What follows belongs to an exercise in optimizing a design on an open flow for small area and a short achievable clock period; a production flow would make more cautious choices.
No functional check of the RTL was part of any run shown here.
Power is estimated from default activity; no workload was simulated.

===== config.mk =====
export PLATFORM = sky130hd
export DESIGN_NAME = color_tracker
export DESIGN_NICKNAME = color_tracker
export VERILOG_FILES = /design/flow/design.v
export SDC_FILE = /design/flow/constraint.sdc
export NUM_CORES = 4
export LEC_CHECK = 0
export CAP_MARGIN = 20
export CORE_MARGIN = 2
export CORE_UTILIZATION = 40
export CTS_BUF_LIST = sky130_fd_sc_hd__clkbuf_4 sky130_fd_sc_hd__clkbuf_8
export SLEW_MARGIN = 20

===== constraint.sdc =====
create_clock -name core_clock -period 95.0 [get_ports {clk}]
set_input_delay 19.0000 -clock core_clock [delete_from_list [all_inputs] [get_ports {clk}]]
set_output_delay 19.0000 -clock core_clock [all_outputs]
set_load 0.01 [all_outputs]

===== design.v =====
module color_identify(
	input	[15:0]	img_data,
	output			hit
);
function [12:0] radd;	 
	input [12:0] a, b; input ci;
	integer k; reg c;
	begin
		c = ci;
		for (k = 0; k < 13; k = k + 1)
			{c, radd[k]} = a[k] + b[k] + c;
	end
endfunction
function rge;	 
	input [12:0] a, k;
	integer j; reg g;
	begin
		g = 1'b1;
		for (j = 0; j < 13; j = j + 1)
			g = k[j] ? (a[j] & g) : (a[j] | g);
		rge = g;
	end
endfunction
wire [7:0] R = {img_data[15:11], img_data[13:11]};
wire [7:0] G = {img_data[10:5],  img_data[6:5]};
wire [7:0] B = {img_data[4:0],   img_data[2:0]};
wire [7:0] Gn = ~G, Rn = ~R;
wire [12:0] dx = radd({5'd0,B}, {5'd0,Gn}, 1'b1);	 
wire [12:0] dy = radd({5'd0,G}, {5'd0,Rn}, 1'b1);	 
wire        inr = dx[8] & ~dx[7] & dy[8] & ~dy[7];	 
wire [6:0]  x = dx[6:0], y = dy[6:0];
wire [12:0] u1 = radd({5'd0,x,1'b0}, {6'd0,x}, 1'b0);
wire [12:0] u  = radd(u1, {6'd0,y}, 1'b0);			 
wire [12:0] w1 = radd({4'd0,y,2'b0}, {5'd0,y,1'b0}, 1'b0);
wire [12:0] w  = radd(w1, {6'd0,x}, 1'b0);			 
assign hit = inr & rge(u, 13'd132) & ~rge(u, 13'd318) & rge(w, 13'd193) & ~rge(w, 13'd577);
endmodule
module position(
	input				clk,
	input				rst_n,
	input				vs,		 
	input				mv,		 
	input				hit,	 
	output	reg	[10:0]	x_coor,
	output	reg	[9:0]	y_coor,
	output	reg			coor_valid
);
reg  [10:0] col;	 
reg  [9:0]  line;	 
reg         mv_d;
reg  [15:0] n;		 
reg  [52:0] z;		 
genvar i;
wire        col_inc = mv | ~col[6];
wire [11:0] col_c;
wire [10:0] col_s;
assign col_c[0] = col_inc;
generate for (i = 0; i < 11; i = i + 1) begin : g_col
	assign {col_c[i+1], col_s[i]} = col[i] + col_c[i];
end endgenerate
wire        line_end = mv_d & ~mv;
wire [10:0] line_c;
wire [9:0]  line_s;
assign line_c[0] = line_end;
generate for (i = 0; i < 10; i = i + 1) begin : g_line
	assign {line_c[i+1], line_s[i]} = line[i] + line_c[i];
end endgenerate
wire [16:0] n_c;
wire [15:0] n_s;
assign n_c[0] = hit;
generate for (i = 0; i < 16; i = i + 1) begin : g_n
	assign {n_c[i+1], n_s[i]} = n[i] + n_c[i];
end endgenerate
wire [26:0] ax = {16'd0, col & {11{hit}}};
wire [25:0] ay = {16'd0, line & {10{hit}}};
wire [27:0] sx_c;
wire [26:0] sx;
wire [26:0] sy_c;
wire [25:0] sy;
assign sx_c[0] = 1'b0;
assign sy_c[0] = hit & (|col[10:1]);
generate for (i = 0; i < 27; i = i + 1) begin : g_sx
	assign {sx_c[i+1], sx[i]} = z[26+i] + ax[i] + sx_c[i];
end endgenerate
generate for (i = 0; i < 26; i = i + 1) begin : g_sy
	assign {sy_c[i+1], sy[i]} = z[i] + ay[i] + sy_c[i];
end endgenerate
wire [16:0] p = z[52:36];
wire [16:0] nb = ~{1'b0, n};
wire [17:0] dc;		 
wire [16:0] diff;
assign dc[0] = 1'b1;
generate for (i = 0; i < 17; i = i + 1) begin : g_div
	assign {dc[i+1], diff[i]} = p[i] + nb[i] + dc[i];
end endgenerate
wire        xstep = ~col[6] & ~col[5] & ~col[4] & (~col[3] | (~col[2] & ~(col[1] & col[0])));	 
wire        ystep = ~col[6] & ((~col[5] & col[4] & col[3] & (col[2] | (col[1] & col[0])))	 
				| (col[5] & ~col[4] & ~col[3] & (~col[2] | (~col[1] & ~col[0]))));			 
wire        step  = xstep | ystep;
wire        q     = step & dc[17];
wire [15:0] top   = q ? diff[15:0] : p[15:0];
wire        valid = (|n[15:12]) | (&n[11:7] & (n[6] | n[5]));	 
always @(posedge clk) begin
	col <= (mv | vs) ? col_s : 11'd0;
end
always @(posedge clk or negedge rst_n) begin
	if (!rst_n) begin
		line <= 10'd0;
		mv_d <= 1'b0;
		n <= 16'd0;
		z <= 53'd0;
		x_coor <= 11'd0;
		y_coor <= 10'd0;
		coor_valid <= 1'b0;
	end else begin
		mv_d <= mv;
		line <= vs ? 10'd0 : line_s;
		n <= (vs & col[6]) ? 16'd0 : n_s;
		z <= vs ? {top, z[35:0], 1'b0} : {sx, sy};
		if (vs & ~col[6])
			coor_valid <= valid;
		if (vs & valid & step)
			{x_coor, y_coor} <= {x_coor[9:0], y_coor, q};
	end
end
endmodule
module color_tracker(
	input			clk,
	input			rst_n,
	input			vsync,
	input			de,
	input	[15:0]	rgb,
	output			mask_valid,
	output			mask,
	output	[10:0]	x_coor,
	output	[9:0]	y_coor,
	output			coor_valid
);
reg  [15:0] rgb_r;
reg  de_r, mv, hit, hit_o, vs;	 
wire hit_c;
color_identify color_identify (
	.img_data	(rgb_r),
	.hit		(hit_c)
);
always @(posedge clk) begin
	rgb_r <= rgb;
end
always @(posedge clk or negedge rst_n) begin
	if (!rst_n) begin
		de_r <= 1'b0;
		mv   <= 1'b0;
		hit  <= 1'b0;
		hit_o <= 1'b0;
		vs   <= 1'b0;
	end else begin
		de_r <= de;
		mv   <= de_r;
		hit  <= de_r & hit_c;
		hit_o <= hit_c;	 
		vs   <= vsync;
	end
end
position position (
	.clk		(clk),
	.rst_n		(rst_n),
	.vs			(vs),
	.mv			(mv),
	.hit		(hit),
	.x_coor		(x_coor),
	.y_coor		(y_coor),
	.coor_valid	(coor_valid)
);
assign mask_valid = mv;
assign mask       = hit_o;
endmodule

===== flow/run.sh =====
#!/bin/bash
# Standard layout, with the port buffers made from the smallest buffer cell.
set -euo pipefail
bash standard.sh "BUFFER_PORTS_ARGS=-buffer_cell sky130_fd_sc_hd__buf_1" finish > flow.log 2>&1

===== standard.sh =====
#!/bin/bash
# synth_recipe.tcl (not shown) runs the flow's synth.tcl, then flattens the netlist and writes it again
# the make line also repeats each setting of config.mk as NAME=value (left out here)
make -C /OpenROAD-flow-scripts/flow DESIGN_CONFIG=/design/flow/config.mk WORK_HOME=/design/flow/orfs CLKGATE_MAP_FILE= SYNTH_SCRIPT=/design/flow/synth_recipe.tcl "${@:-finish}"

==> flow_metrics.py, run 1 <==
metrics = {
    "clocking": {
        "tritoncts": "done",
        "max-clock-path-buffers": 2,
        "numCtsBuffers": 17,
        "clock_tree.root_cell": "clkbuf_8",
        "clk_pin_slew_ns": 0.08,
        "cts_setup_buffers": 0,
        "clkSinkCount": 134,
        "worst_skew_pair.late_latency_ns": 0.44,
        "ctsHoldBuffers": 0,
        "postCtsResizedCells": 0,
        "clock_tree.htree_level_count": 4,
    },
    "floorplan": {
        "die-area_mm2": 0.0201,
        "io_pins": 44,
        "floorplan.core_area_mm2": 0.0187,
        "start_util_pct": 40.7,
        "row_count": 50,
        "die_x_um": 142,
        "chipHeight_um": 142,
    },
    "global_routing": {
        "grt_antenna_before_repair": 0,
        "number_of_global_route_vias_before_repair": 4541,
        "globalRouteOverflowTotal": 0,
        "global_route.usage.total_pct": 13.1,
        "grt_first_pass_wirelength_um": 20800,
        "maximum_number_of_pins_on_one_net_before_global_route_repair": 69,
    },
    "pwr": {
        "pwr_density_cell_mw_per_mm2": 19.6,
        "power.leakage_nw": 4.37,
        "vdd_drop_max_mv": 0.0118,
    },
    "place": {
        "place.port_buffers": 43,
        "postPlaceCellArea_mm2": 0.00799,
        "dp_slack_ns": 74.56,
        "place_congestion": 0.803,
        "place.detailed.hpwl_um": 8530,
    },
    "setup_path": {
        "worstPathRequired_ns": 76.00,
        "critical_path.endpoint_type": "primary output",
        "ff2ff_path_depth": 33,
        "crit_slowest_cell": "dfrtp_1",
        "critPathKind": "flop to primary output",
        "crit_arrival_ns": 1.03,
        "crit_path_max_fanout": 5,
        "worstPathBufferInverterCount": 1,
        "reg2reg_to": "position.z[52]",
        "crit_chain": "buf_1",
        "timing.critical_path.depth": 1,
        "critical_path.reg2reg.startpoint": "hit",
        "critical_path.startpoint_type": "flop",
        "critPathMaxStageDelay_ns": 0.40,
        "dominant_delay_contributor_by_cell_family_on_the_critical_path": "flip-flops",
        "rrSetupSlack_ns": 86.49,
    },
    "routing": {
        "totalWireLength_um": 11700,
        "detail_route.wl_per_cell_um": 13.5,
        "num_vias": 4181,
        "detailed_route_drc_error_count": 0,
        "drt-pass1-iter-count": 4,
        "routed_antenna_nets": 0,
        "initialDrtViolationCount": 119,
        "avgViaCountPerCell": 4.83,
    },
    "sta": {
        "setup-violations-final": 0,
        "timing.fmax_mhz": 49.9,
        "finalSetupTns_ns": 0,
        "time_the_worst_path_needs_with_i_o_delays_and_setup_ns": 20.03,
        "finalMaxSlewViolations": 0,
        "fin_worst_skew_ns": 0.0111,
        "worst_slack_ns": 74.97,
        "worstMarginPinSlew_ns": 1.06,
        "rsz0062_at_grt": "false",
        "hold_violations": 0,
        "worst_slew_margin_relative_to_its_limit_pct": 29.1,
        "post-route-period-util_pct": 21.1,
    },
    "logic_synthesis": {
        "synthesis.nets": 741,
        "postSynth.asyncResetShare_pct": 79.9,
        "synth_seq_cells": 134,
        "synth_cells": 569,
        "synthesis.area_mm2": 0.00761,
        "yosysUniqueCellTypes": 38,
        "post_synth_edffs": 0,
        "synth.yosys.warnings": 3,
        "seq_area_frac_synth_pct": 42.3,
        "postSynthAreaPerCell_um2": 13.4,
        "synthFlopType": "dfrtp_1",
    },
    "worst_hold_path": {
        "hold_path_class": "flop to flop",
        "hold_path.startpoint": "de_r",
        "min_delay_worst_endpoint": "mv",
        "hold_depth": 0,
    },
    "status": {
        "result_of_the_run": "complete, no violations",
    },
    "finish": {
        "multi_input_area_mm2": 0.00404,
        "area.sequential_mm2": 0.00322,
        "antennaDiodeCount": 0,
        "finish.instance_area_mm2": 0.00840,
        "final_net_count": 790,
        "drive_above_1_share_pct": 17.6,
        "num-fill-cells": 1674,
        "syn2layout_area_growth_pct": 10.4,
    },
    "run": {
        "max-cap-violations": 0,
    },
}
[worst max path at each step]
| stage | start | end | slack [ns] |
|---|---|---|---|
| finish | mv | mask_valid | 74.97 |
| global route | rst_n | vs | 74.85 |
| CTS | mv | mask_valid | 74.92 |
| detailed placement | rst_n | vs | 74.56 |
| global placement | rst_n | vs | 74.61 |
| floorplan | mv | mask_valid | 75.59 |
[kinds of logic after synthesis]
family                     synth area share, %
adders and majority gates                 31.9
DFF                                       42.3
and+or+nand+nor                           7.91
buffers and inverters                     4.59
muxes                                     8.42
AOI/OAI and AO/OA                         4.31
xor gates and xnor gates                 0.576
[Yosys cell counts (2+ instances only)]
cell type	number	area [µm²]
a21oi_1	7	35.0
a221o_2	6	67.6
a221oi_2	9	135
a31oi_1	3	18.8
and2_1	33	206
buf_1	2	7.51
buf_2	2	10.0
buf_6	2	22.5
clkbuf_1	9	33.8
dfrtp_1	107	2680
dfxtp_1	27	541
fa_1	70	1400
ha_1	82	1030
inv_1	68	255
mux2_2	56	631
nand2_1	3	11.3
nand2b_1	5	31.3
nand4_1	2	12.5
nor2_1	20	75.1
nor2b_1	27	169
nor4_1	4	25.0
nor4b_1	2	17.5
o21ai_0	4	20.0
xnor2_1	5	43.8
[per-layer routing]
metal,share of wire (%),track usage [%]
met1,46,16.6
met2,49,21.8
met3,3.6,3.88
met4,1.1,4.05
met5,0,0
[metrics by stage]
stage,std cells,hold slack (ns),power [mW],util (%)
2_1_floorplan,569,0.354,0.107,-
3_3_place_gp,832,0.437,0.115,42.7
3_5_place_dp,832,0.432,0.119,42.7
4_1_cts,864,0.446,0.168,44.8
5_1_grt,865,0.467,0.178,44.9
6_report,865,0.451,0.165,44.9
[cell usage in the layout, fill, tap and decap left out, types with 2 or more instances in the layout]
cell and count:
a221oi_2 9, dfxtp_1 27, nor4_1 4, clkinv_4 2
nor2b_1 27, clkinvlp_4 2, ha_1 82, a31oi_1 3
dfrtp_1 106, xnor2_1 5, nand2b_1 5, mux2_2 56
nand4_1 2, inv_1 68, clkinv_2 2, inv_6 6
a221o_2 6, nand2_1 3, nor2_1 20, and2_1 33
o21ai_0 4, clkbuf_8 17, a21oi_1 7, buf_4 2
bufinv_16 2, buf_1 42, fa_1 70, nor4b_1 2
[registers in the layout (all words and copies together), names as in the netlist, 10 cells and up]
signal and count:
position.z 53, position.line 10, position.col 11, position.x_coor 11, position.n 16, rgb_r 16
position.y_coor 10
[report_power, final]
| part | leakage, nW | switching [mW] | total [mW] | internal, mW |
|---|---|---|---|---|
| Combinational | 2.51 | 0.0254 | 0.0481 | 0.0228 |
| Sequential | 1.65 | 0.00537 | 0.0687 | 0.0633 |
| Clock | 0.200 | 0.0240 | 0.0480 | 0.0239 |
[area by class of cell]
class                           count  share of cell area [%]
Clock buffer                       17                    2.79
Sequential cell                   134                    38.3
Multi-Input combinational cell    351                    48.1
Inverter                           68                    3.04
Timing Repair Buffer               46                    2.28
Clock inverter                     15                    1.98
Tap cell                          234                    3.49
==> run 2: changes to the inputs <==
--- a/config.mk
+++ b/config.mk
@@ -10,3 +10,4 @@
 export CORE_UTILIZATION = 40
-export CTS_BUF_LIST = sky130_fd_sc_hd__clkbuf_4 sky130_fd_sc_hd__clkbuf_8
+export CTS_BUF_LIST = sky130_fd_sc_hd__clkbuf_8
+export CTS_CLUSTER_SIZE = 20
 export SLEW_MARGIN = 20
==> run 2 against run 1 <==
Against the previous run:
- still clean on timing, DRC and antenna
- hold slack unchanged
- final cell count unchanged
- first-iteration DRC count unchanged
- global-route usage unchanged
- largest power group unchanged
==> flow_metrics.py, run 2 <==
metrics = {
    "status": {
        "result_of_the_run": "complete, no violations",
    },
    "sta": {
        "timing.fmax_mhz": 49.9,
        "post-route-period-util_pct": 21.1,
        "time_the_worst_path_needs_with_i_o_delays_and_setup_ns": 20.03,
        "setup-violations-final": 0,
        "finalMaxSlewViolations": 0,
        "worstMarginPinSlew_ns": 1.06,
        "finalSetupTns_ns": 0,
        "worst_slew_margin_relative_to_its_limit_pct": 29.1,
        "hold_violations": 0,
        "worst_slack_ns": 74.97,
        "fin_worst_skew_ns": 0.0111,
        "worst_hold_slack_ns": 0.451,
        "rsz0062_at_grt": "false",
    },
    "routing": {
        "totalWireLength_um": 11700,
        "detail_route.wl_per_cell_um": 13.5,
        "routed_antenna_nets": 0,
        "num_vias": 4181,
        "detailed_route_drc_error_count": 0,
        "initialDrtViolationCount": 119,
        "avgViaCountPerCell": 4.83,
        "drt-pass1-iter-count": 4,
    },
    "clocking": {
        "worst_skew_pair.late_latency_ns": 0.44,
        "numCtsBuffers": 17,
        "ctsHoldBuffers": 0,
        "clock_tree.root_cell": "clkbuf_8",
        "clkSinkCount": 134,
        "clk_pin_slew_ns": 0.08,
        "clock_tree.htree_level_count": 4,
        "tritoncts": "done",
        "max-clock-path-buffers": 2,
        "cts_setup_buffers": 0,
        "postCtsResizedCells": 0,
    },
    "finish": {
        "postLayoutCoreUtil_pct": 44.9,
        "antennaDiodeCount": 0,
        "reg.largest.list": "position.z (53), position.n (16), rgb_r (16)",
        "final_cells": 865,
        "max_flop_register": "position.z",
        "layout.cells.most_common_list": "dfrtp_1 (106), ha_1 (82), fa_1 (70)",
        "layout.cells.most_common": "dfrtp_1",
        "finish.instance_area_mm2": 0.00840,
        "final_net_count": 790,
        "number_of_flip_flops_in_the_largest_register": 53,
        "syn2layout_area_growth_pct": 10.4,
        "drive_above_1_share_pct": 17.6,
    },
    "logic_synthesis": {
        "synth_seq_cells": 134,
        "synth_xor_area_share_pct": 0.576,
        "synth.largest_area_cell": "dfrtp_1",
        "post_synth_edffs": 0,
        "yosysUniqueCellTypes": 38,
        "postSynth.asyncResetShare_pct": 79.9,
        "simple_gate_portion_of_the_synthesized_area_pct": 7.91,
        "synthesis.nets": 741,
        "synthFlopType": "dfrtp_1",
        "post_synth_fa_ha_maj_area_fraction_pct": 31.9,
        "seq_area_frac_synth_pct": 42.3,
        "synth_compound_gate_area_share_pct": 4.31,
        "synth.area.mux_share_pct": 8.42,
        "yosys.cell_count.top_type": "dfrtp_1",
        "synth.top_cell.area_share_pct": 35.2,
        "synth_cells": 569,
        "synthesis.area_mm2": 0.00761,
        "synth.yosys.warnings": 3,
        "ys_top_cells_by_area": "dfrtp_1 (35%), fa_1 (18%), ha_1 (13%)",
        "synth_common_cells": "dfrtp_1 (107), ha_1 (82), fa_1 (70), inv_1 (68), mux2_2 (56)",
        "synth_top_family_by_area": "adder cells",
        "postSynthAreaPerCell_um2": 13.4,
    },
    "setup_path": {
        "crit_path_start": "mv",
        "crit_chain": "buf_1",
        "crit_arrival_ns": 1.03,
        "critPathKind": "flop to primary output",
        "worstPathBufferInverterCount": 1,
        "critPathMaxStageDelay_ns": 0.40,
        "worstPathRequired_ns": 76.00,
        "crit_path_max_fanout": 5,
        "critical_path.startpoint_type": "flop",
        "dominant_delay_contributor_by_cell_family_on_the_critical_path": "flip-flops",
        "critical_path.endpoint_type": "primary output",
        "rrSetupSlack_ns": 86.49,
        "crit_slowest_cell": "dfrtp_1",
        "critical_path.reg2reg.startpoint": "hit",
    },
    "worst_hold_path": {
        "hold_path_class": "flop to flop",
        "hold_path.startpoint": "de_r",
    },
    "pwr": {
        "vdd_drop_max_mv": 0.0118,
        "final_power_mw": 0.165,
        "power.leakage_nw": 4.37,
        "pwr_density_cell_mw_per_mm2": 19.6,
    },
    "place": {
        "place.detailed.hpwl_um": 8530,
        "place.port_buffers": 43,
        "place_congestion": 0.803,
        "dp_slack_ns": 74.56,
        "postPlaceCellArea_mm2": 0.00799,
        "place.detailed.instances": 832,
    },
    "floorplan": {
        "io_pins": 44,
        "chipHeight_um": 142,
        "floorplan.core_area_mm2": 0.0187,
        "start_util_pct": 40.7,
        "die_x_um": 142,
        "row_count": 50,
        "die-area_mm2": 0.0201,
    },
    "global_routing": {
        "grt_antenna_before_repair": 0,
        "number_of_global_route_vias_before_repair": 4541,
        "maximum_number_of_pins_on_one_net_before_global_route_repair": 69,
        "grt_first_pass_wirelength_um": 20800,
        "globalRouteOverflowTotal": 0,
        "global_route.usage.total_pct": 13.1,
    },
    "run": {
        "max-cap-violations": 0,
    },
}
run 2: cell counts after synthesis:
Identical to the previous run, type by type.
run 2: area by class of cell:
type,count,area [µm²]
fill,1674,10300
multi-input combinational,351,4040
tap,234,293
sequential,134,3220
timing repair buffer,46,191
inverter,68,255
clock buffer,17,234
clock inverter,15,166
run 2: path summary, 6_finish.rpt:
check,endpoint,depth (start not counted)
min in group asynchronous,position.x_coor[9],1
min reg2reg,mv,0
max reg2reg,position.z[52],33
max,mask_valid,1
min,mv,0
max in group asynchronous,vs,2
run 2: report_power, final:
group | switching [mW] | leakage (nW) | total (mW) | internal [mW]
Sequential | 0.00537 | 1.65 | 0.0687 | 0.0633
Clock | 0.0240 | 0.200 | 0.0480 | 0.0239
Combinational | 0.0254 | 2.51 | 0.0481 | 0.0228
run 2: metal layers:
metal	global-route usage (%)	share of wire [%]	up-vias
met1	16.6	46	2129
li1	-	-	1983
met2	21.8	49	60
met3	3.88	3.6	9
met4	4.05	1.1	0
met5	0	0	-
run 2: cell families after synthesis:
group	Yosys count
DFF	134
buffers and inverters	84
xor gates and xnor gates	5
and+or+nand+nor	103
muxes	57
AOI/OAI and AO/OA	34
adders and majority gates	152
==> run 3: changes to the inputs <==
--- a/design.v
+++ b/design.v
@@ -42,2 +42,3 @@
 	input				mv,		 
+	input				mv_next,	 
 	input				hit,	 
@@ -49,3 +50,2 @@
 reg  [9:0]  line;	 
-reg         mv_d;
 reg  [15:0] n;		 
@@ -60,3 +60,3 @@
 end endgenerate
-wire        line_end = mv_d & ~mv;
+wire        line_end = mv & ~mv_next;	 
 wire [10:0] line_c;
@@ -108,3 +108,2 @@
 		line <= 10'd0;
-		mv_d <= 1'b0;
 		n <= 16'd0;
@@ -115,3 +114,2 @@
 	end else begin
-		mv_d <= mv;
 		line <= vs ? 10'd0 : line_s;
@@ -168,2 +166,3 @@
 	.mv			(mv),
+	.mv_next	(de_r),
 	.hit		(hit),
==> flow/run.sh (replaced) <==
#!/bin/bash
# Standard layout, with the port buffers made from the smallest buffer cell
# and a clock tree without dummy balancing loads.
set -euo pipefail
bash standard.sh "BUFFER_PORTS_ARGS=-buffer_cell sky130_fd_sc_hd__buf_1" \
	"CTS_ARGS=-sink_clustering_enable -repair_clock_nets -dont_use_dummy_load -buf_list sky130_fd_sc_hd__clkbuf_8" \
	finish > flow.log 2>&1
--- a/config.mk
+++ b/config.mk
@@ -10,4 +10,2 @@
 export CORE_UTILIZATION = 40
-export CTS_BUF_LIST = sky130_fd_sc_hd__clkbuf_8
-export CTS_CLUSTER_SIZE = 20
 export SLEW_MARGIN = 20
==> run 3 against run 2 <==
Against the previous run:
- critical endpoint unchanged
- area after synthesis is 0.48% lower
- global-route usage is 0.16 points higher
- sequential share of layout area is 0.67 points higher
- clock power is about 30% lower
- worst setup slack better by 0.018 ns
- hold slack worse by 0.047 ns
- largest power group unchanged
==> flow_metrics.py, run 3 <==
metrics = {
    "logic_synthesis": {
        "seq_area_frac_synth_pct": 42.2,
        "synth_cells": 584,
        "synthesis.nets": 756,
        "synth_xor_area_share_pct": 0.578,
        "synth_common_cells": "dfrtp_1 (106), ha_1 (82), fa_1 (70), inv_1 (59), and2_1 (37)",
        "synth_compound_gate_area_share_pct": 3.87,
        "yosys.cell_count.top_type": "dfrtp_1",
        "synthesis.area_mm2": 0.00757,
        "synth.area.mux_share_pct": 8.69,
        "post_synth_edffs": 0,
        "synth.top_cell.area_share_pct": 35.0,
        "postSynthAreaPerCell_um2": 13.0,
        "synth.yosys.warnings": 3,
        "synth_seq_cells": 133,
        "post_synth_fa_ha_maj_area_fraction_pct": 32.1,
        "ys_top_cells_by_area": "dfrtp_1 (35%), fa_1 (19%), ha_1 (14%)",
        "synthFlopType": "dfrtp_1",
        "postSynth.asyncResetShare_pct": 79.7,
        "simple_gate_portion_of_the_synthesized_area_pct": 8.51,
        "synth.largest_area_cell": "dfrtp_1",
        "yosysUniqueCellTypes": 38,
        "synth_top_family_by_area": "adder cells",
    },
    "routing": {
        "detailed_route_drc_error_count": 0,
        "avgViaCountPerCell": 4.85,
        "detail_route.wl_per_cell_um": 13.5,
        "routed_antenna_nets": 0,
        "totalWireLength_um": 11600,
        "initialDrtViolationCount": 154,
        "num_vias": 4185,
        "drt-pass1-iter-count": 4,
    },
    "clocking": {
        "clkSinkCount": 133,
        "postCtsResizedCells": 0,
        "clock_tree.htree_level_count": 4,
        "numCtsBuffers": 17,
        "ctsHoldBuffers": 0,
        "cts_setup_buffers": 0,
        "tritoncts": "done",
        "clock_tree.root_cell": "clkbuf_8",
        "worst_skew_pair.late_latency_ns": 0.44,
        "max-clock-path-buffers": 2,
        "clk_pin_slew_ns": 0.07,
    },
    "pwr": {
        "pwr_density_cell_mw_per_mm2": 18.4,
        "power.leakage_nw": 4.27,
        "vdd_drop_max_mv": 0.0129,
    },
    "sta": {
        "finalSetupTns_ns": 0,
        "rsz0062_at_grt": "false",
        "fin_worst_skew_ns": 0.0282,
        "worst_slack_ns": 74.98,
        "post-route-period-util_pct": 21.1,
        "worst_slew_margin_relative_to_its_limit_pct": 34.3,
        "hold_violations": 0,
        "timing.fmax_mhz": 50.0,
        "finalMaxSlewViolations": 0,
        "time_the_worst_path_needs_with_i_o_delays_and_setup_ns": 20.02,
        "worstMarginPinSlew_ns": 0.985,
        "setup-violations-final": 0,
    },
    "finish": {
        "drive_above_1_share_pct": 9.86,
        "number_of_flip_flops_in_the_largest_register": 53,
        "max_flop_register": "position.z",
        "layout.cells.most_common_list": "dfrtp_1 (105), ha_1 (82), fa_1 (70)",
        "antennaDiodeCount": 0,
        "reg.largest.list": "position.z (53), position.n (16), rgb_r (16)",
        "layout.cells.most_common": "dfrtp_1",
        "final_net_count": 803,
        "syn2layout_area_growth_pct": 8.20,
    },
    "floorplan": {
        "die-area_mm2": 0.0200,
        "row_count": 50,
        "floorplan.core_area_mm2": 0.0186,
        "chipHeight_um": 142,
        "io_pins": 44,
        "die_x_um": 142,
        "start_util_pct": 40.6,
    },
    "global_routing": {
        "maximum_number_of_pins_on_one_net_before_global_route_repair": 74,
        "globalRouteOverflowTotal": 0,
        "grt_first_pass_wirelength_um": 21300,
        "grt_antenna_before_repair": 0,
        "global_route.usage.total_pct": 13.3,
        "number_of_global_route_vias_before_repair": 4717,
    },
    "worst_hold_path": {
        "hold_path_class": "flop to flop",
    },
    "run": {
        "max-cap-violations": 0,
    },
    "setup_path": {
        "critical_path.startpoint_type": "flop",
        "dominant_delay_contributor_by_cell_family_on_the_critical_path": "flip-flops",
        "critPathMaxStageDelay_ns": 0.40,
        "crit_path_max_fanout": 4,
        "critical_path.endpoint_type": "primary output",
        "crit_chain": "buf_1",
        "crit_slowest_cell": "dfrtp_1",
        "critPathKind": "flop to primary output",
        "worstPathBufferInverterCount": 1,
        "crit_arrival_ns": 1.02,
        "worstPathRequired_ns": 76.00,
    },
    "place": {
        "place.port_buffers": 43,
        "dp_slack_ns": 74.52,
        "place_congestion": 0.773,
        "place.detailed.hpwl_um": 8710,
    },
    "status": {
        "result_of_the_run": "complete, no violations",
    },
}
==> run 3: layer usage <==
| metal | wire length, µm | track usage (%) | up-vias | part of all wire [%] |
|---|---|---|---|---|
| li1 | - | - | 1997 | - |
| met1 | 5050 | 15.6 | 2112 | 43 |
| met2 | 6040 | 23.8 | 65 | 52 |
| met3 | 423 | 3.71 | 11 | 3.6 |
| met4 | 117 | 3.74 | 0 | 1.0 |
| met5 | 0 | 0 | - | 0 |
==> run 3: where the power goes <==
| part | total (mW) | switching, mW | internal [mW] |
|---|---|---|---|
| sequential | 0.0673 | 0.00468 | 0.0626 |
| clock | 0.0334 | 0.0177 | 0.0157 |
| combinational | 0.0498 | 0.0263 | 0.0235 |
==> run 3: cell families after synthesis <==
family          Yosys count
buf+inv                  77
simple gates            115
fa+ha+maj               152
mux                      58
flops                   133
compound gates           44
xor+xnor                  5
==> run 3: worst register-to-register path, delay by kind of cell, from the launching register on <==
kind                       cells  cell delay, ns
and+or+nand+nor                2            0.32
buffers and inverters          2            0.12
DFF                            1            0.62
xor gates and xnor gates       1            0.13
adders and majority gates     26            6.97
AOI/OAI and AO/OA              1            0.21
==> run 3: metrics by stage <==
stage | total power, mW | hold slack, ns | cell area [µm²] | cells | util (%)
3_3_place_gp | 0.116 | 0.393 | 7960 | 846 | 42.7
3_5_place_dp | 0.119 | 0.398 | 7960 | 846 | 42.7
5_1_grt | 0.165 | 0.449 | 8190 | 863 | 43.9
2_1_floorplan | 0.107 | 0.367 | 7570 | 584 | -
4_1_cts | 0.154 | 0.409 | 8190 | 863 | 43.9
6_report | 0.150 | 0.405 | 8190 | 863 | 43.9
==> run 3: final cells by class <==
type / count / area (µm²)
sequential: 133 / 3190
multi-input combinational: 374 / 4070
clock buffer: 17 / 234
tap: 234 / 293
timing repair buffer: 45 / 180
fill: 1697 / 10500
inverter: 60 / 225
==> run 3: path summary, 6_finish.rpt <==
check                      startpoint                 end  slack (ns)  depth (start not counted)
max                                mv          mask_valid       74.98                          1
min                              de_r                  mv        0.40                          0
max reg2reg                       hit      position.z[52]       86.53                         32
min reg2reg                      de_r                  mv        0.40                          0
max in group asynchronous       rst_n                  vs       75.06                          2
min in group asynchronous       rst_n  position.y_coor[4]       18.56                          1
==> run 4: changes to the inputs <==
==> flow/run.sh (replaced) <==
#!/bin/bash
# Standard layout, with the port buffers made from the smallest buffer cell
# and a clock tree without dummy balancing loads.
set -euo pipefail
bash standard.sh "BUFFER_PORTS_ARGS=-buffer_cell sky130_fd_sc_hd__buf_1" \
	"CTS_ARGS=-sink_clustering_enable -repair_clock_nets -dont_use_dummy_load -buf_list sky130_fd_sc_hd__clkbuf_8 -sink_clustering_size 30 -sink_clustering_max_diameter 200" \
	finish > flow.log 2>&1
==> run 4 against run 3 <==
Against the previous run:
- still clean on timing, DRC and antenna
- area after synthesis is the same
- sequential share of layout area unchanged
- final cell count did not move
- combinational power hardly changed
- via count did not move
- clock power about the same
- critical path type unchanged
- largest cell class unchanged
==> flow_metrics.py, run 4 <==
metrics = {
    "clocking": {
        "tritoncts": "done",
        "cts_setup_buffers": 0,
        "postCtsResizedCells": 0,
        "worst_skew_pair.late_latency_ns": 0.44,
        "max-clock-path-buffers": 2,
        "ctsHoldBuffers": 0,
        "clock_tree.htree_level_count": 4,
        "clk_pin_slew_ns": 0.07,
        "numCtsBuffers": 17,
        "clkSinkCount": 133,
        "clock_tree.root_cell": "clkbuf_8",
    },
    "setup_path": {
        "crit_arrival_ns": 1.02,
        "setup.worst_path.end": "mask_valid",
        "critical_path.startpoint_type": "flop",
        "rrSetupSlack_ns": 86.53,
        "critPathMaxStageDelay_ns": 0.40,
        "timing.critical_path.depth": 1,
        "reg2reg_to": "position.z[52]",
        "critical_path.reg2reg.startpoint": "hit",
        "dominant_delay_contributor_by_cell_family_on_the_critical_path": "flip-flops",
        "ff2ff_path_depth": 32,
        "worstPathBufferInverterCount": 1,
        "crit_path_start": "mv",
        "worstPathRequired_ns": 76.00,
        "crit_chain": "buf_1",
        "crit_path_max_fanout": 4,
        "critPathKind": "flop to primary output",
        "critical_path.endpoint_type": "primary output",
        "crit_slowest_cell": "dfrtp_1",
    },
    "logic_synthesis": {
        "postSynthAreaPerCell_um2": 13.0,
        "synth_common_cells": "dfrtp_1 (106), ha_1 (82), fa_1 (70), inv_1 (59), and2_1 (37)",
        "synth_cells": 584,
        "ys_top_cells_by_area": "dfrtp_1 (35%), fa_1 (19%), ha_1 (14%)",
        "yosysUniqueCellTypes": 38,
        "synth.top_cell.area_share_pct": 35.0,
        "synth.largest_area_cell": "dfrtp_1",
        "synth_seq_cells": 133,
        "yosys.cell_count.top_type": "dfrtp_1",
        "postSynth.asyncResetShare_pct": 79.7,
        "synthesis.nets": 756,
        "post_synth_edffs": 0,
        "seq_area_frac_synth_pct": 42.2,
        "synthFlopType": "dfrtp_1",
        "synth.yosys.warnings": 3,
        "synthesis.area_mm2": 0.00757,
    },
    "sta": {
        "finalMaxSlewViolations": 0,
        "worst_slew_margin_relative_to_its_limit_pct": 34.3,
        "setup-violations-final": 0,
        "post-route-period-util_pct": 21.1,
        "time_the_worst_path_needs_with_i_o_delays_and_setup_ns": 20.02,
        "worstMarginPinSlew_ns": 0.985,
        "rsz0062_at_grt": "false",
        "fin_worst_skew_ns": 0.0282,
        "worst_slack_ns": 74.98,
        "finalSetupTns_ns": 0,
        "worst_hold_slack_ns": 0.405,
        "timing.fmax_mhz": 50.0,
        "hold_violations": 0,
    },
    "pwr": {
        "vdd_drop_max_mv": 0.0129,
        "power.share.sequential_pct": 44.7,
        "clock_power_share_pct": 22.2,
        "switching_power_mw": 0.0487,
        "cellInternalPower_mw": 0.102,
        "power.leakage_nw": 4.27,
        "switching_share_of_total_power_pct": 32.3,
        "pwr_density_cell_mw_per_mm2": 18.4,
        "power_frac_comb_pct": 33.1,
    },
    "place": {
        "place.detailed.instances": 846,
        "place_congestion": 0.773,
        "place.port_buffers": 43,
        "place.detailed.hpwl_um": 8710,
        "dp_slack_ns": 74.52,
    },
    "worst_hold_path": {
        "hold_path.startpoint": "de_r",
        "hold_path_class": "flop to flop",
    },
    "finish": {
        "number_of_flip_flops_in_the_largest_register": 53,
        "antennaDiodeCount": 0,
        "syn2layout_area_growth_pct": 8.20,
        "layout.cells.most_common_list": "dfrtp_1 (105), ha_1 (82), fa_1 (70)",
        "num-fill-cells": 1697,
        "max_flop_register": "position.z",
        "drive_above_1_share_pct": 9.86,
        "final_cells": 863,
        "layout.cells.most_common": "dfrtp_1",
        "final_net_count": 803,
        "reg.largest.list": "position.z (53), position.n (16), rgb_r (16)",
        "postLayoutCoreUtil_pct": 43.9,
    },
    "routing": {
        "maxUsedRoutingLayer": "met4",
        "num_vias": 4185,
        "totalWireLength_um": 11600,
        "detailed_route_drc_error_count": 0,
        "drt-pass1-iter-count": 4,
        "dr_wl_met3_um": 423,
        "detail_route.wl_per_cell_um": 13.5,
        "met1_length_um": 5050,
        "initialDrtViolationCount": 154,
        "avgViaCountPerCell": 4.85,
        "routed-wl-met2_um": 6040,
        "routed_antenna_nets": 0,
    },
    "floorplan": {
        "floorplan.core_area_mm2": 0.0186,
        "start_util_pct": 40.6,
        "die-area_mm2": 0.0200,
        "die_x_um": 142,
        "io_pins": 44,
        "chipHeight_um": 142,
        "row_count": 50,
    },
    "run": {
        "max-cap-violations": 0,
    },
    "global_routing": {
        "grt_antenna_before_repair": 0,
        "number_of_global_route_vias_before_repair": 4717,
        "global_route.usage.total_pct": 13.3,
        "globalRouteOverflowTotal": 0,
        "grt_first_pass_wirelength_um": 21300,
        "maximum_number_of_pins_on_one_net_before_global_route_repair": 74,
    },
    "status": {
        "result_of_the_run": "complete, no violations",
    },
}
[run 4: cell counts in the layout (fill, tap and decap cells not counted)]
Identical to the previous run, type by type.
[run 4: power by group through the flow]
| stage | sequential, mW | combinational, mW | clock (mW) |
|---|---|---|---|
| 5_1_grt | 0.0684 | 0.0586 | 0.0375 |
| 3_3_place_gp | 0.0682 | 0.0479 | 0 |
| 2_1_floorplan | 0.0671 | 0.0398 | 0 |
| 4_1_cts | 0.0674 | 0.0512 | 0.0352 |
| 6_report | 0.0673 | 0.0498 | 0.0334 |
| 3_5_place_dp | 0.0684 | 0.0508 | 0 |
[run 4: worst min path at each step]
stage	end	slack, ns	depth (start not counted)
final	mv	0.40	0
after global routing	mv	0.45	0
after CTS	mv	0.41	0
after detailed placement	mv	0.40	0
after global placement	mv	0.39	0
after floorplan	mv	0.37	0
[run 4: metal layers]
layer  vias to the layer above  global-route usage [%]
met2                        65                    23.8
met4                         0                    3.74
li1                       1997                       -
met3                        11                    3.71
met5                         -                       0
met1                      2112                    15.6
[run 4: kinds of logic after synthesis]
group	Yosys count	share of synthesized area, %
AO/OA/AOI/OAI	44	3.87
XOR/XNOR	5	0.578
adder cells (fa/ha/maj)	152	32.1
buffers and inverters	77	4.13
flip-flops	133	42.2
multiplexers	58	8.69
AND/OR/NAND/NOR	115	8.51
[run 4: worst reg2reg max path: cells and delay by family (launching register included)]
family	cells	cell delay (ns)
xor gates and xnor gates	1	0.13
and+or+nand+nor	2	0.32
adders and majority gates	26	6.97
DFF	1	0.62
buffers and inverters	2	0.12
AOI/OAI and AO/OA	1	0.21
[run 4: area by class of cell]
cell class / count / area [µm²] / area share, %
sequential: 133 / 3190 / 39.0
clock buffer: 17 / 234 / 2.86
multi-input combinational: 374 / 4070 / 49.6
timing repair buffer: 45 / 180 / 2.20
inverter: 60 / 225 / 2.75
tap: 234 / 293 / 3.57
[run 4: per-stage QoR]
step                      instance area (µm²)  power [mW]
after floorplan                          7570       0.107
after global placement                   7960       0.116
after detailed placement                 7960       0.119
after CTS                                8190       0.154
after global routing                     8190       0.165
final                                    8190       0.150
==> run 5: changes to the inputs <==
--- a/design.v
+++ b/design.v
@@ -42,3 +42,3 @@
 	input				mv,		 
-	input				mv_next,	 
+	input				mv_prev,	 
 	input				hit,	 
@@ -60,3 +60,3 @@
 end endgenerate
-wire        line_end = mv & ~mv_next;	 
+wire        line_end = mv_prev & ~mv;	 
 wire [10:0] line_c;
@@ -137,3 +137,3 @@
 reg  [15:0] rgb_r;
-reg  de_r, mv, hit, hit_o, vs;	 
+reg  de_r, mv, hit_o, vs;
 wire hit_c;
@@ -150,3 +150,2 @@
 		mv   <= 1'b0;
-		hit  <= 1'b0;
 		hit_o <= 1'b0;
@@ -156,4 +155,3 @@
 		mv   <= de_r;
-		hit  <= de_r & hit_c;
-		hit_o <= hit_c;	 
+		hit_o <= hit_c;		 
 		vs   <= vsync;
@@ -165,5 +163,5 @@
 	.vs			(vs),
-	.mv			(mv),
-	.mv_next	(de_r),
-	.hit		(hit),
+	.mv			(de_r),
+	.mv_prev	(mv),
+	.hit		(de_r & hit_c),
 	.x_coor		(x_coor),
==> flow/run.sh (replaced) <==
#!/bin/bash
# Standard layout, with the port buffers made from the smallest buffer cell
# and a clock tree without dummy balancing loads.
set -euo pipefail
bash standard.sh "BUFFER_PORTS_ARGS=-buffer_cell sky130_fd_sc_hd__buf_1" \
	"CTS_ARGS=-sink_clustering_enable -repair_clock_nets -dont_use_dummy_load -buf_list {sky130_fd_sc_hd__clkbuf_4 sky130_fd_sc_hd__clkbuf_8}" \
	finish > flow.log 2>&1
==> run 5 against run 4 <==
Against the previous run:
- register-to-register slack worse by 4.9 ns
- core utilization grew 0.24 points
- global-route usage increased by 0.48 points
- count of clock-buffer cells in the layout is the same
- non-clock buffer count grew 4
- final cell count shrank 0.46%
- hold slack improved by 0.081 ns
- critical endpoint is now y_coor[7]
- clock power increased by 1%
- first-iteration DRC count down 19%
- critical path depth did not move
- synthesized cell count fell by 0.51%
- critical path type unchanged
==> flow_metrics.py, run 5 <==
metrics = {
    "place": {
        "place.detailed.hpwl_um": 9150,
        "place_congestion": 0.773,
        "postPlaceCellArea_mm2": 0.00803,
        "place.port_buffers": 43,
    },
    "sta": {
        "finalSetupTns_ns": 0,
        "time_the_worst_path_needs_with_i_o_delays_and_setup_ns": 19.97,
        "worst_hold_slack_ns": 0.486,
        "timing.fmax_mhz": 50.1,
        "worstMarginPinSlew_ns": 0.927,
        "worst_slew_margin_relative_to_its_limit_pct": 38.2,
        "fin_worst_skew_ns": 0.0386,
        "finalMaxSlewViolations": 0,
        "setup-violations-final": 0,
        "rsz0062_at_grt": "false",
        "hold_violations": 0,
        "post-route-period-util_pct": 21.0,
    },
    "finish": {
        "final_net_count": 799,
        "num-fill-cells": 1706,
        "number_of_flip_flops_in_the_largest_register": 53,
        "reg.largest.list": "position.z (53), position.n (16), rgb_r (16)",
        "area.sequential_mm2": 0.00317,
        "layout.cells.most_common_list": "dfrtp_1 (104), ha_1 (82), fa_1 (70)",
        "antennaDiodeCount": 0,
        "layout.cells.most_common": "dfrtp_1",
        "postLayoutCoreUtil_pct": 44.2,
        "finish.instance_area_mm2": 0.00827,
        "syn2layout_area_growth_pct": 8.47,
        "drive_above_1_share_pct": 15.4,
        "max_flop_register": "position.z",
        "multi_input_area_mm2": 0.00416,
    },
    "clocking": {
        "worst_skew_pair.late_latency_ns": 0.45,
        "clkSinkCount": 132,
        "postCtsResizedCells": 0,
        "ctsHoldBuffers": 0,
        "tritoncts": "done",
        "max-clock-path-buffers": 2,
        "cts_setup_buffers": 0,
        "clock_tree.root_cell": "clkbuf_8",
        "clock_tree.htree_level_count": 4,
        "numCtsBuffers": 17,
        "clk_pin_slew_ns": 0.06,
    },
    "global_routing": {
        "number_of_global_route_vias_before_repair": 4735,
        "grt_antenna_before_repair": 0,
        "globalRouteOverflowTotal": 0,
        "maximum_number_of_pins_on_one_net_before_global_route_repair": 70,
        "grt_first_pass_wirelength_um": 22000,
        "global_route.usage.total_pct": 13.7,
    },
    "routing": {
        "routed_antenna_nets": 0,
        "detailed_route_drc_error_count": 0,
        "detail_route.wl_per_cell_um": 14.2,
        "initialDrtViolationCount": 124,
        "drt-pass1-iter-count": 4,
        "num_vias": 4196,
        "avgViaCountPerCell": 4.88,
        "totalWireLength_um": 12200,
    },
    "setup_path": {
        "critical_path.endpoint_type": "primary output",
        "critical_path.startpoint_type": "flop",
        "crit_slowest_cell": "dfrtp_1",
        "crit_chain": "buf_1",
        "rrSetupSlack_ns": 81.63,
        "worstPathBufferInverterCount": 1,
        "crit_arrival_ns": 0.96,
        "crit_path_max_fanout": 3,
        "reg2reg_to": "position.z[52]",
        "critPathKind": "flop to primary output",
        "worstPathRequired_ns": 76.00,
        "dominant_delay_contributor_by_cell_family_on_the_critical_path": "flip-flops",
        "critical_path.reg2reg.startpoint": "rgb_r[0]",
        "ff2ff_path_depth": 45,
        "critPathMaxStageDelay_ns": 0.37,
    },
    "logic_synthesis": {
        "synth.area.mux_share_pct": 9.44,
        "synth_common_cells": "dfrtp_1 (105), ha_1 (82), fa_1 (70), mux2_2 (55), inv_1 (54)",
        "synthesis.nets": 753,
        "yosys.cell_count.top_type": "dfrtp_1",
        "synth.yosys.warnings": 3,
        "synth_top_family_by_area": "adder cells",
        "simple_gate_portion_of_the_synthesized_area_pct": 8.83,
        "synth_xor_area_share_pct": 0.575,
        "post_synth_edffs": 0,
        "ys_top_cells_by_area": "dfrtp_1 (34%), fa_1 (18%), ha_1 (13%)",
        "post_synth_fa_ha_maj_area_fraction_pct": 31.9,
        "postSynth.asyncResetShare_pct": 79.5,
        "yosysUniqueCellTypes": 41,
        "synth_cells": 581,
        "synthesis.area_mm2": 0.00762,
        "synth_seq_cells": 132,
        "seq_area_frac_synth_pct": 41.6,
        "synth_compound_gate_area_share_pct": 3.65,
        "synth.largest_area_cell": "dfrtp_1",
        "synthFlopType": "dfrtp_1",
        "synth.top_cell.area_share_pct": 34.5,
        "postSynthAreaPerCell_um2": 13.1,
    },
    "floorplan": {
        "start_util_pct": 40.7,
        "chipHeight_um": 142,
        "die-area_mm2": 0.0202,
        "row_count": 50,
        "die_x_um": 142,
        "io_pins": 44,
        "floorplan.core_area_mm2": 0.0187,
    },
    "worst_hold_path": {
        "min_delay_worst_endpoint": "position.coor_valid",
        "hold_path_class": "flop to flop",
        "hold_depth": 2,
        "hold_path.startpoint": "position.coor_valid",
    },
    "pwr": {
        "power.leakage_nw": 4.22,
        "vdd_drop_max_mv": 0.00917,
        "final_power_mw": 0.155,
        "pwr_density_cell_mw_per_mm2": 18.8,
    },
    "status": {
        "result_of_the_run": "complete, no violations",
    },
    "run": {
        "max-cap-violations": 0,
    },
}
-- run 5: worst max path at each step --
stage                  startpoint         to  slack, ns  cells past startpoint
3_5_place_dp                rst_n         vs      74.60                      2
2_1_floorplan  position.x_coor[0]  x_coor[0]      75.61                      0
6_report       position.y_coor[7]  y_coor[7]      75.04                      1
5_1_grt                     rst_n         vs      74.94                      2
4_1_cts        position.y_coor[7]  y_coor[7]      75.00                      1
3_3_place_gp                rst_n         vs      74.64                      2
-- run 5: through the flow --
step	worst slack [ns]	instances
final	75.04	859
after global placement	74.64	842
after CTS	75.00	859
after detailed placement	74.60	842
after global routing	74.94	859
after floorplan	75.61	581
-- run 5: power breakdown --
part / switching [mW] / total, mW / internal [mW]
sequential: 0.00386 / 0.0650 / 0.0611
clock: 0.0182 / 0.0339 / 0.0157
combinational: 0.0320 / 0.0564 / 0.0244
total: 0.0541 / 0.155 / 0.101
-- run 5: tightest hold or removal path: stages, from the launching register on --
cell     delay, ns
dfrtp_1       0.34
nand2_1       0.05
nand2_1       0.06
-- run 5: layout make-up --
| type | instances | share of cell area (%) |
|---|---|---|
| clock buffers | 17 | 2.83 |
| inverters | 54 | 2.45 |
| multi-input cells | 373 | 50.3 |
| flip-flops and latches | 132 | 38.3 |
| well taps | 234 | 3.54 |
| repair buffers | 49 | 2.54 |
-- run 5: cell families after synthesis --
family,after synthesis
flops,132
xor+xnor,5
fa+ha+maj,152
simple gates,123
buf+inv,76
mux,65
compound gates,28
-- run 5: metal layers --
metal | vias to the layer above | wire [µm] | global-route usage, %
met2 | 30 | 6450 | 23.1
met5 | - | 0 | 0
met3 | 21 | 238 | 2.99
li1 | 2027 | - | -
met1 | 2118 | 5270 | 17.2
met4 | 0 | 255 | 5.84
==> run 6: changes to the inputs <==
--- a/design.v
+++ b/design.v
@@ -4,11 +4,2 @@
 );
-function [12:0] radd;	 
-	input [12:0] a, b; input ci;
-	integer k; reg c;
-	begin
-		c = ci;
-		for (k = 0; k < 13; k = k + 1)
-			{c, radd[k]} = a[k] + b[k] + c;
-	end
-endfunction
 function rge;	 
@@ -27,11 +18,50 @@
 wire [7:0] Gn = ~G, Rn = ~R;
-wire [12:0] dx = radd({5'd0,B}, {5'd0,Gn}, 1'b1);	 
-wire [12:0] dy = radd({5'd0,G}, {5'd0,Rn}, 1'b1);	 
-wire        inr = dx[8] & ~dx[7] & dy[8] & ~dy[7];	 
+genvar i;
+wire [8:0] cx, cy; wire [8:0] dx, dy;
+assign dx[0] = ~(B[0] ^ Gn[0]);	assign cx[1] = B[0] | Gn[0];
+assign dy[0] = ~(G[0] ^ Rn[0]);	assign cy[1] = G[0] | Rn[0];
+generate for (i = 1; i < 8; i = i + 1) begin : g_xy
+	fa_c fx (.a(B[i]), .b(Gn[i]), .ci(cx[i]), .s(dx[i]), .co(cx[i+1]));
+	fa_c fy (.a(G[i]), .b(Rn[i]), .ci(cy[i]), .s(dy[i]), .co(cy[i+1]));
+end endgenerate
+assign dx[8] = cx[8]; assign dy[8] = cy[8];
+wire        inr = dx[8] & ~dx[7] & dy[8] & ~dy[7];
 wire [6:0]  x = dx[6:0], y = dy[6:0];
-wire [12:0] u1 = radd({5'd0,x,1'b0}, {6'd0,x}, 1'b0);
-wire [12:0] u  = radd(u1, {6'd0,y}, 1'b0);			 
-wire [12:0] w1 = radd({4'd0,y,2'b0}, {5'd0,y,1'b0}, 1'b0);
-wire [12:0] w  = radd(w1, {6'd0,x}, 1'b0);			 
-assign hit = inr & rge(u, 13'd132) & ~rge(u, 13'd318) & rge(w, 13'd193) & ~rge(w, 13'd577);
+wire [8:0] u1; wire [8:0] cu1;
+assign u1[0] = x[0];
+ha_c hu1 (.a(x[1]), .b(x[0]), .s(u1[1]), .co(cu1[2]));
+generate for (i = 2; i < 7; i = i + 1) begin : g_u1
+	fa_c f (.a(x[i]), .b(x[i-1]), .ci(cu1[i]), .s(u1[i]), .co(cu1[i+1]));
+end endgenerate
+ha_c hu7 (.a(x[6]), .b(cu1[7]), .s(u1[7]), .co(u1[8]));
+wire [9:0] u; wire [9:0] cu;
+ha_c hu0 (.a(u1[0]), .b(y[0]), .s(u[0]), .co(cu[1]));
+generate for (i = 1; i < 7; i = i + 1) begin : g_u
+	fa_c f (.a(u1[i]), .b(y[i]), .ci(cu[i]), .s(u[i]), .co(cu[i+1]));
+end endgenerate
+ha_c hu8 (.a(u1[7]), .b(cu[7]), .s(u[7]), .co(cu[8]));
+ha_c hu9 (.a(u1[8]), .b(cu[8]), .s(u[8]), .co(u[9]));
+wire [9:0] w1; wire [9:0] cw1;
+assign w1[0] = 1'b0; assign w1[1] = y[0];
+ha_c hw2 (.a(y[1]), .b(y[0]), .s(w1[2]), .co(cw1[3]));
+generate for (i = 3; i < 8; i = i + 1) begin : g_w1
+	fa_c f (.a(y[i-1]), .b(y[i-2]), .ci(cw1[i]), .s(w1[i]), .co(cw1[i+1]));
+end endgenerate
+ha_c hw8 (.a(y[6]), .b(cw1[8]), .s(w1[8]), .co(w1[9]));
+wire [10:0] w; wire [10:0] cw;
+assign w[0] = x[0];
+ha_c hwa (.a(w1[1]), .b(x[1]), .s(w[1]), .co(cw[2]));
+generate for (i = 2; i < 7; i = i + 1) begin : g_w
+	fa_c f (.a(w1[i]), .b(x[i]), .ci(cw[i]), .s(w[i]), .co(cw[i+1]));
+end endgenerate
+ha_c hw7 (.a(w1[7]), .b(cw[7]), .s(w[7]), .co(cw[8]));
+ha_c hw9 (.a(w1[8]), .b(cw[8]), .s(w[8]), .co(cw[9]));
+ha_c hwb (.a(w1[9]), .b(cw[9]), .s(w[9]), .co(w[10]));
+assign hit = inr & rge({3'd0,u}, 13'd132) & ~rge({3'd0,u}, 13'd318) & rge({2'd0,w}, 13'd193) & ~rge({2'd0,w}, 13'd577);
+endmodule
+module fa_c(input a, input b, input ci, output s, output co);
+assign {co, s} = a + b + ci;
+endmodule
+module ha_c(input a, input b, output s, output co);
+assign {co, s} = a + b;
 endmodule
==> flow/run.sh (replaced) <==
#!/bin/bash
# Standard layout, with the port buffers made from the smallest buffer cell
# and a clock tree without dummy balancing loads.
set -euo pipefail
bash standard.sh "BUFFER_PORTS_ARGS=-buffer_cell sky130_fd_sc_hd__buf_1" \
	"CTS_ARGS=-sink_clustering_enable -repair_clock_nets -dont_use_dummy_load -buf_list sky130_fd_sc_hd__clkbuf_4" \
	finish > flow.log 2>&1
--- a/config.mk
+++ b/config.mk
@@ -9,3 +9,6 @@
 export CORE_MARGIN = 2
-export CORE_UTILIZATION = 40
+export CORE_UTILIZATION = 70
+export PLACE_DENSITY = 0.8
 export SLEW_MARGIN = 20
+export SYNTH_HIERARCHICAL = 1
+export SYNTH_MINIMUM_KEEP_SIZE = 0
==> run 6 against run 5 <==
Against the previous run:
- via count rose by 3.3%
- hold slack gained 0.026 ns
- critical path depth did not move
- wire length shrank 0.66%
- clock skew is 0.011 ns lower
- worst setup slack got worse by 0.14 ns
- still clean
- core utilization is 31 points higher
- highest routed layer unchanged
- first-iteration DRC count is 64% higher
- sequential share of layout area rose by 1.1 points
==> flow_metrics.py, run 6 <==
metrics = {
    "status": {
        "result_of_the_run": "complete, no violations",
    },
    "sta": {
        "fin_worst_skew_ns": 0.0272,
        "setup-violations-final": 0,
        "post-route-period-util_pct": 21.2,
        "worst_slack_ns": 74.90,
        "hold_violations": 0,
        "timing.fmax_mhz": 49.7,
        "time_the_worst_path_needs_with_i_o_delays_and_setup_ns": 20.10,
        "worst_slew_margin_relative_to_its_limit_pct": 26.6,
        "finalSetupTns_ns": 0,
        "rsz0062_at_grt": "false",
        "worstMarginPinSlew_ns": 1.10,
        "finalMaxSlewViolations": 0,
    },
    "floorplan": {
        "chipHeight_um": 109,
        "io_pins": 44,
        "floorplan.core_area_mm2": 0.0107,
        "row_count": 38,
        "die_x_um": 109,
        "start_util_pct": 71.3,
        "die-area_mm2": 0.0118,
    },
    "clocking": {
        "clock_tree.root_cell": "clkbuf_4",
        "cts_setup_buffers": 0,
        "tritoncts": "done",
        "clk_pin_slew_ns": 0.10,
        "ctsHoldBuffers": 0,
        "clkSinkCount": 132,
        "max-clock-path-buffers": 2,
        "postCtsResizedCells": 0,
        "worst_skew_pair.late_latency_ns": 0.55,
        "numCtsBuffers": 17,
        "clock_tree.htree_level_count": 4,
    },
    "setup_path": {
        "crit_arrival_ns": 1.10,
        "critPathKind": "flop to primary output",
        "rrSetupSlack_ns": 81.89,
        "critical_path.startpoint_type": "flop",
        "crit_slowest_cell": "dfrtp_1",
        "crit_path_max_fanout": 3,
        "crit_chain": "buf_1",
        "critical_path.endpoint_type": "primary output",
        "worstPathRequired_ns": 76.00,
        "dominant_delay_contributor_by_cell_family_on_the_critical_path": "flip-flops",
        "worstPathBufferInverterCount": 1,
        "critPathMaxStageDelay_ns": 0.40,
    },
    "logic_synthesis": {
        "synth.yosys.warnings": 9,
        "synth.top_cell.area_share_pct": 34.3,
        "synth_seq_cells": 132,
        "yosysUniqueCellTypes": 42,
        "synth_compound_gate_area_share_pct": 6.74,
        "synth_common_cells": "dfrtp_1 (105), ha_1 (79), fa_1 (70), inv_1 (43)",
        "synthFlopType": "dfrtp_1",
        "seq_area_frac_synth_pct": 41.3,
        "post_synth_fa_ha_maj_area_fraction_pct": 31.2,
        "synth.largest_area_cell": "dfrtp_1",
        "synth_top_family_by_area": "adder cells",
        "synth_xor_area_share_pct": 0.571,
        "post_synth_edffs": 0,
        "synth_cells": 564,
        "synth.area.mux_share_pct": 9.21,
        "synthesis.area_mm2": 0.00766,
        "yosys.cell_count.top_type": "dfrtp_1",
        "simple_gate_portion_of_the_synthesized_area_pct": 7.28,
        "postSynthAreaPerCell_um2": 13.6,
        "ys_top_cells_by_area": "dfrtp_1 (34%), fa_1 (18%), ha_1 (13%)",
        "postSynth.asyncResetShare_pct": 79.5,
        "synthesis.nets": 733,
    },
    "routing": {
        "drt-pass1-iter-count": 4,
        "initialDrtViolationCount": 203,
        "detail_route.wl_per_cell_um": 16.3,
        "num_vias": 4335,
        "avgViaCountPerCell": 5.83,
        "totalWireLength_um": 12100,
        "routed_antenna_nets": 0,
        "detailed_route_drc_error_count": 0,
    },
    "pwr": {
        "pwr_density_cell_mw_per_mm2": 17.1,
        "vdd_drop_max_mv": 0.0163,
        "power.leakage_nw": 4.18,
    },
    "place": {
        "place.detailed.hpwl_um": 8830,
        "dp_slack_ns": 74.61,
        "place.port_buffers": 43,
        "place_congestion": 0.811,
    },
    "global_routing": {
        "grt_first_pass_wirelength_um": 21400,
        "maximum_number_of_pins_on_one_net_before_global_route_repair": 86,
        "globalRouteOverflowTotal": 0,
        "global_route.usage.total_pct": 24.1,
        "number_of_global_route_vias_before_repair": 4677,
        "grt_antenna_before_repair": 1,
    },
    "finish": {
        "layout.cells.most_common_list": "dfrtp_1 (104), ha_1 (79), fa_1 (70)",
        "layout.cells.most_common": "dfrtp_1",
        "postLayoutCoreUtil_pct": 74.8,
        "drive_above_1_share_pct": 13.9,
        "reg.largest.list": "position.z (53), position.n (16), rgb_r (16)",
        "syn2layout_area_growth_pct": 4.80,
        "number_of_flip_flops_in_the_largest_register": 53,
        "max_flop_register": "position.z",
        "final_net_count": 774,
    },
    "run": {
        "max-cap-violations": 0,
    },
    "worst_hold_path": {
        "hold_path_class": "flop to flop",
    },
}
[run 6: cell types whose count changed in the layout (fill, tap and decap cells not counted), sizes merged, moves of 13 or more]
cell,previous run,this run
nand2,28,5
and2,15,36
nor3,22,2
a31oi,0,18
o41ai,1,16
o22a,0,13
[run 6: final cells by class]
type                       instances  area [µm²]
multi-input combinational        366        4220
sequential                       132        3170
fill                             712        2710
timing repair buffer              45         180
tap                              140         175
inverter                          43         161
clock buffer                      17         128
antenna                            1        2.50
[run 6: stage by stage]
stage	hold slack (ns)	power (mW)	cells	cell area [µm²]
after detailed placement	0.492	0.115	726	7900
final	0.512	0.138	744	8030
after global routing	0.518	0.150	744	8030
after floorplan	0.400	0.103	564	7660
after CTS	0.515	0.139	743	8030
after global placement	0.474	0.111	726	7900
[run 6: cell families (layout without fill, tap and decap cells)]
logic type                 count (synthesis)  after routing
adders and majority gates                149            149
and+or+nand+nor                           91             91
xor gates and xnor gates                   5              5
other                                      0              1
buffers and inverters                     66            105
DFF                                      132            132
AOI/OAI and AO/OA                         65             65
muxes                                     56             56
[run 6: final timing paths]
check	start	endpoint	cells past startpoint
max	position.y_coor[0]	y_coor[0]	1
min	position.z[22]	position.z[23]	1
max reg2reg	rgb_r[5]	position.z[24]	44
min reg2reg	position.z[22]	position.z[23]	1
max in group asynchronous	rst_n	vs	2
min in group asynchronous	rst_n	position.line[7]	1
[run 6: power by group]
part           internal, mW  switching, mW  leakage, nW
clock network       0.00814         0.0163       0.0782
logic                0.0222         0.0248         2.46
registers            0.0615        0.00468         1.64
total                0.0919         0.0458         4.18
[run 6: Yosys stat by module (local to each module, per instance)]
module          cell area [µm²]  flops+latches  cells
position                   6200            112    461
color_tracker               427             20     21
color_identify              201              0     36
fa_c                       20.0              0      1
ha_c                       12.5              0      1
[run 6: per-layer routing]
layer	vias to the layer above	global-route usage, %	wire [µm]
met4	0	10.6	234
met1	2211	30.5	5310
li1	2020	-	-
met5	-	0	0
met3	19	5.56	422
met2	85	40.0	6160
[run 6: worst register-to-register path: cells and delay by family, from the launching register on]
kind / cells / cell delay (ns)
buffers and inverters: 1 / 0.04
multiplexers: 1 / 0.26
flip-flops: 1 / 0.40
AND/OR/NAND/NOR: 3 / 0.73
AO/OA/AOI/OAI: 3 / 0.28
adder cells (fa/ha/maj): 36 / 11.31
==> run 7: changes to the inputs <==
==> flow/run.sh (replaced) <==
#!/bin/bash
# Standard layout, with the port buffers made from the smallest buffer cell
# and a clock tree without dummy balancing loads.
set -euo pipefail
bash standard.sh "BUFFER_PORTS_ARGS=-buffer_cell sky130_fd_sc_hd__buf_1" \
	"CTS_ARGS=-sink_clustering_enable -repair_clock_nets -dont_use_dummy_load -buf_list sky130_fd_sc_hd__clkbuf_8" \
	finish > flow.log 2>&1
--- a/config.mk
+++ b/config.mk
@@ -9,4 +9,3 @@
 export CORE_MARGIN = 2
-export CORE_UTILIZATION = 70
-export PLACE_DENSITY = 0.8
+export CORE_UTILIZATION = 40
 export SLEW_MARGIN = 20
==> run 7 against run 6 <==
Against the previous run:
- still clean on timing, DRC and antenna
- fmax up 0.58%
- count of clock-buffer cells in the layout unchanged
- wire length is 7.3% higher
- global-route usage fell by 10 points
- sequential share of layout area shrank 1.1 points
- area after synthesis did not move
- sequential cell count did not move
- synthesized cell count unchanged
- clock skew decreased by 0.0076 ns
- register-to-register slack got worse by 0.36 ns
- first-iteration DRC count shrank 27%
- critical path type unchanged
- largest cell class unchanged
==> flow_metrics.py, run 7 <==
metrics = {
    "logic_synthesis": {
        "ys_top_cells_by_area": "dfrtp_1 (34%), fa_1 (18%), ha_1 (13%)",
        "yosysUniqueCellTypes": 42,
        "synthesis.nets": 733,
        "synthFlopType": "dfrtp_1",
        "synth.top_cell.area_share_pct": 34.3,
        "synth_cells": 564,
        "synthesis.area_mm2": 0.00766,
        "postSynth.asyncResetShare_pct": 79.5,
        "synth.yosys.warnings": 9,
        "postSynthAreaPerCell_um2": 13.6,
        "synth_seq_cells": 132,
        "seq_area_frac_synth_pct": 41.3,
        "yosys.cell_count.top_type": "dfrtp_1",
        "post_synth_edffs": 0,
        "synth_common_cells": "dfrtp_1 (105), ha_1 (79), fa_1 (70), inv_1 (43)",
        "synth.largest_area_cell": "dfrtp_1",
    },
    "floorplan": {
        "io_pins": 44,
        "die-area_mm2": 0.0203,
        "row_count": 50,
        "die_x_um": 142,
        "start_util_pct": 40.8,
        "chipHeight_um": 142,
        "floorplan.core_area_mm2": 0.0188,
    },
    "clocking": {
        "postCtsResizedCells": 0,
        "tritoncts": "done",
        "clock_tree.root_cell": "clkbuf_8",
        "clkSinkCount": 132,
        "ctsHoldBuffers": 0,
        "worst_skew_pair.late_latency_ns": 0.43,
        "max-clock-path-buffers": 2,
        "cts_setup_buffers": 0,
        "clk_pin_slew_ns": 0.07,
        "numCtsBuffers": 17,
        "clock_tree.htree_level_count": 4,
    },
    "status": {
        "result_of_the_run": "complete, no violations",
    },
    "sta": {
        "worst_hold_slack_ns": 0.498,
        "time_the_worst_path_needs_with_i_o_delays_and_setup_ns": 19.99,
        "worst_slack_ns": 75.01,
        "rsz0062_at_grt": "false",
        "post-route-period-util_pct": 21.0,
        "hold_violations": 0,
        "fin_worst_skew_ns": 0.0196,
        "timing.fmax_mhz": 50.0,
        "worstMarginPinSlew_ns": 1.18,
        "worst_slew_margin_relative_to_its_limit_pct": 21.2,
        "setup-violations-final": 0,
        "finalMaxSlewViolations": 0,
        "finalSetupTns_ns": 0,
    },
    "place": {
        "place_congestion": 0.746,
        "place.detailed.instances": 821,
        "place.detailed.hpwl_um": 9130,
        "place.port_buffers": 43,
        "dp_slack_ns": 74.60,
        "postPlaceCellArea_mm2": 0.00803,
    },
    "setup_path": {
        "crit_chain": "buf_1",
        "critical_path.reg2reg.startpoint": "rgb_r[5]",
        "ff2ff_path_depth": 48,
        "rrSetupSlack_ns": 81.53,
        "worstPathBufferInverterCount": 1,
        "critical_path.startpoint_type": "flop",
        "reg2reg_to": "position.z[52]",
        "worstPathRequired_ns": 76.00,
        "critPathKind": "flop to primary output",
        "critPathMaxStageDelay_ns": 0.38,
        "crit_path_max_fanout": 3,
        "crit_slowest_cell": "dfrtp_1",
        "crit_arrival_ns": 0.99,
        "dominant_delay_contributor_by_cell_family_on_the_critical_path": "flip-flops",
        "critical_path.endpoint_type": "primary output",
    },
    "pwr": {
        "final_power_mw": 0.147,
        "vdd_drop_max_mv": 0.00955,
        "power.leakage_nw": 4.22,
        "pwr_density_cell_mw_per_mm2": 17.8,
    },
    "worst_hold_path": {
        "hold_path.startpoint": "position.z[24]",
        "hold_depth": 2,
        "min_delay_worst_endpoint": "position.z[25]",
        "hold_path_class": "flop to flop",
    },
    "finish": {
        "syn2layout_area_growth_pct": 7.79,
        "finish.instance_area_mm2": 0.00826,
        "drive_above_1_share_pct": 14.1,
        "reg.largest.list": "position.z (53), position.n (16), rgb_r (16)",
        "final_net_count": 775,
        "antennaDiodeCount": 0,
        "postLayoutCoreUtil_pct": 44.0,
        "number_of_flip_flops_in_the_largest_register": 53,
        "final_cells": 838,
        "layout.cells.most_common": "dfrtp_1",
        "max_flop_register": "position.z",
        "layout.cells.most_common_list": "dfrtp_1 (104), ha_1 (79), fa_1 (70)",
    },
    "routing": {
        "routed-wl-met2_um": 6580,
        "avgViaCountPerCell": 5.13,
        "detailed_route_drc_error_count": 0,
        "totalWireLength_um": 13000,
        "detail_route.wl_per_cell_um": 15.5,
        "initialDrtViolationCount": 149,
        "num_vias": 4301,
        "routed_antenna_nets": 0,
        "drt-pass1-iter-count": 4,
        "met1_length_um": 5810,
        "dr_wl_met3_um": 416,
        "maxUsedRoutingLayer": "met4",
    },
    "global_routing": {
        "grt_first_pass_wirelength_um": 22300,
        "maximum_number_of_pins_on_one_net_before_global_route_repair": 86,
        "global_route.usage.total_pct": 14.1,
        "grt_antenna_before_repair": 0,
        "globalRouteOverflowTotal": 0,
        "number_of_global_route_vias_before_repair": 4667,
    },
    "run": {
        "max-cap-violations": 0,
    },
}
## run 7: logic make-up after synthesis
kind of cell / synth area share, %
AOI/OAI and AO/OA: 6.74
and+or+nand+nor: 7.28
buffers and inverters: 3.69
xor gates and xnor gates: 0.571
DFF: 41.3
adders and majority gates: 31.2
muxes: 9.21
## run 7: cell type report
class                           instances  area (µm²)
Inverter                               43         161
Tap cell                              234         293
Clock buffer                           17         234
Sequential cell                       132        3170
Multi-Input combinational cell        366        4220
Fill cell                            1706       10500
Timing Repair Buffer                   46         188
## run 7: per-module statistics from Yosys (local to each module, per instance)
module | flip-flops and latches | area (µm²) | times used
position | 112 | 6200 | 1
color_tracker | 20 | 427 | 1
color_identify | 0 | 201 | 1
fa_c | 0 | 20.0 | 35
ha_c | 0 | 12.5 | 11
## run 7: worst max path at each step
stage	from	end	slack, ns	cells after the start
2_1_floorplan	position.x_coor[0]	x_coor[0]	75.61	0
3_3_place_gp	rst_n	de_r	74.67	2
5_1_grt	rst_n	position.line[5]	74.88	2
4_1_cts	position.y_coor[5]	y_coor[5]	74.97	1
3_5_place_dp	rst_n	position.z[11]	74.60	2
6_report	position.y_coor[5]	y_coor[5]	75.01	1
## run 7: where the power goes
part	total, mW	internal, mW	switching (mW)
Clock	0.0340	0.0157	0.0183
Sequential	0.0659	0.0616	0.00430
Combinational	0.0474	0.0222	0.0252
Total	0.147	0.0996	0.0478
## run 7: routing by layer
layer	vias to the layer above	global-route usage, %
met5	-	0
met4	0	5.99
met2	77	23.8
li1	2014	-
met1	2193	17.2
met3	17	3.36

Re-timed with assumed drivers on the ports (clkbuf_16 on the clock, buf_2 on other inputs), run 7 has 74.980 ns of setup slack against 75.014 ns with ideal ports, and 74.671 ns once port delays also move by the mid clock arrival of 0.460 ns.
